This design comes from an exercise in tuning for a short achievable clock period and few clock cycles on the open sky130 flow, not from production work.
Only simulation tests tie the RTL to the original design; equivalence was not proved.
Power and IR drop assume default switching activity.

## before
## lc_3b_processor
module lc_3b_processor(clk,reset,mem_addr,mem_rdata,mem_wdata,mem_we,halt);
For scale: roughly 3600 cells after synthesis, ~1000 flip-flops, roughly 53 I/O pins, about 46000 um^2 of cells after synthesis.
export LEC_CHECK = 0
export CAP_MARGIN = 20
export CORE_MARGIN = 2
export CORE_UTILIZATION = 40
export GPL_ROUTABILITY_DRIVEN = 0
export SETUP_SLACK_MARGIN = 5
export SLEW_MARGIN = 20
export TNS_END_PERCENT = 10
create_clock -name core_clock -period 8.0 [get_ports {clk}]
standard.sh (not shown) runs the stock make flow with config.mk's settings and CLKGATE_MAP_FILE= SYNTH_SCRIPT=/design/flow/synth_recipe.tcl, a recipe that flattens the netlist after the stock synthesis.
==> flow/flow/run.sh <==
#!/bin/bash
# The standard layout (the standard.sh: ORFS synthesis through finish), with
# one change: the buffers that ORFS puts on every input and output port are
# sky130_fd_sc_hd__buf_8 instead of the slow delay buffer buffer_ports picks by
# default, which footprint-matched resizing can then not replace.
set -euo pipefail
bash standard.sh BUFFER_PORTS_ARGS="-buffer_cell sky130_fd_sc_hd__buf_8" finish > flow_make.log 2>&1
before finished all stages; the layout is clean.
Testbench counts of before, summed over its fixed seeds: cycles 81,701.
Input changes introduced in after (baseline for comparison: before):
# before
export LEC_CHECK = 0
export CAP_MARGIN = 20
export CORE_MARGIN = 2
export CORE_UTILIZATION = 40
export GPL_ROUTABILITY_DRIVEN = 0
export SETUP_SLACK_MARGIN = 5
export SLEW_MARGIN = 20
export TNS_END_PERCENT = 10
create_clock -name core_clock -period 8.0 [get_ports {clk}]
# after
export LEC_CHECK = 0
export CAP_MARGIN = 20
export CORE_MARGIN = 2
export CORE_UTILIZATION = 40
export SETUP_SLACK_MARGIN = 5
export SLEW_MARGIN = 20
export TNS_END_PERCENT = 10
create_clock -name core_clock -period 8.0 [get_ports {clk}]
Results
- after finished end to end and its layout was clean on timing, DRC and antenna.
- Looking only at post-CTS setup buffer count, and setting everything else aside, the lower value of after and before goes to after.
- Going from before to after, final cycle utilization of the critical path now smaller; hold slack comparable; multi-input logic cell count comparable.
- areg[2] as the critical path capture point was reported by before, and mem_addr[7] by after.
- Number of standard cells in the final layout excluding fillers, after and before: higher on before
- There was hardly any difference in proportion of power drawn by combinational gates between before and after.
- The fraction of power consumed by the clock network was comparable across after and before.
- Leakage power, after vs before: down slightly

v37:
Another version of the RTL of lc_3b_processor (not shown whole).
For scale: roughly 4000 cells after synthesis, ~950 flip-flops.
Settings: LEC_CHECK=0, CAP_MARGIN=20, CORE_MARGIN=2, CORE_UTILIZATION=40, SETUP_SLACK_MARGIN=5, SLEW_MARGIN=20, TNS_END_PERCENT=10; clock period 8.0 ns.
run.sh (not shown) runs the stock make flow with config.mk's settings and CLKGATE_MAP_FILE= SYNTH_SCRIPT=/design/flow/synth_recipe.tcl, a recipe that flattens the netlist after the stock synthesis.
Stock flow here: none of the scripts above is used.
Testbench counts of v37, summed over its fixed seeds: cycles 82,386.
For v5, these inputs were changed with respect to v37:
# v37
export LEC_CHECK = 0
export CAP_MARGIN = 20
export CORE_MARGIN = 2
export CORE_UTILIZATION = 40
export SETUP_SLACK_MARGIN = 5
export SLEW_MARGIN = 20
export TNS_END_PERCENT = 10
create_clock -name core_clock -period 8.0 [get_ports {clk}]
# v5
export LEC_CHECK = 0
export CAP_MARGIN = 20
export CORE_MARGIN = 2
export CORE_UTILIZATION = 55
export PLACE_DENSITY = 0.7
export SETUP_SLACK_MARGIN = 4.7
export SLEW_MARGIN = 20
export TNS_END_PERCENT = 10
create_clock -name core_clock -period 8.0 [get_ports {clk}]
==> run notes <==
- Diff v37 and v5: time the final worst path needs with I/O delays and setup higher in v5
- v5 — net switching share of the total power 0.79 points lower, v37 as reference
- In the metrics for v37 and v5, the one carrying the lower slew of the pin with the lowest slew margin is v5.
- Floorplan row count (v5 / v37): 0.855
- Compare v37 and v5 | number of global-route vias before repair lower: v5
- [diff] total power consumption of the routed design, v5 relative to v37: improvement
- In v5, the wire length came out about 7.5% below the value in v37.
- Summary of the comparison: cell count is lower in v5, relative to v37.

afterwards: timing with drivers on the ports:
How much do the figures lean on ideal ports? The routed layouts below were timed once more, with nothing changed but the port constraints. Step 1 assumes that a clkbuf_16 drives the clock port and a buf_2 every other input. Step 2 times the ports against the registers' clock, not the clock port: input delays grow and output delays shrink by t, the midpoint of the rising clock arrivals with the driver on. Three values: no drivers, after step 1, after step 2; two values: the first two.
| run | shift t [ns] | slack for setup (ns) | hold WS [ns] | worst setup path at the end | slew at the worst register clock pin (ns) |
|---|---|---|---|---|---|
| before | 0.787 | 4.873 / 4.821 / 4.517 | 0.327 / 0.327 / 0.327 | input to register | 0.07 / 0.07 |
| after | 0.782 | 4.924 / 4.845 / 4.517 | 0.327 / 0.327 / 0.327 | input to register | 0.07 / 0.07 |
| v37 | 0.776 | 4.651 / 4.651 / 3.954 | 0.324 / 0.324 / 0.324 | input to register | 0.07 / 0.07 |
| v5 | 0.760 | 4.414 / 4.368 / 3.929 | 0.296 / 0.296 / 0.296 | input to register | 0.07 / 0.07 |
After both steps setup and hold are still met in every run listed. For v37, which loses most, drivers alone change the setup slack by 0.000 ns; drivers and shift together by -0.697 ns.
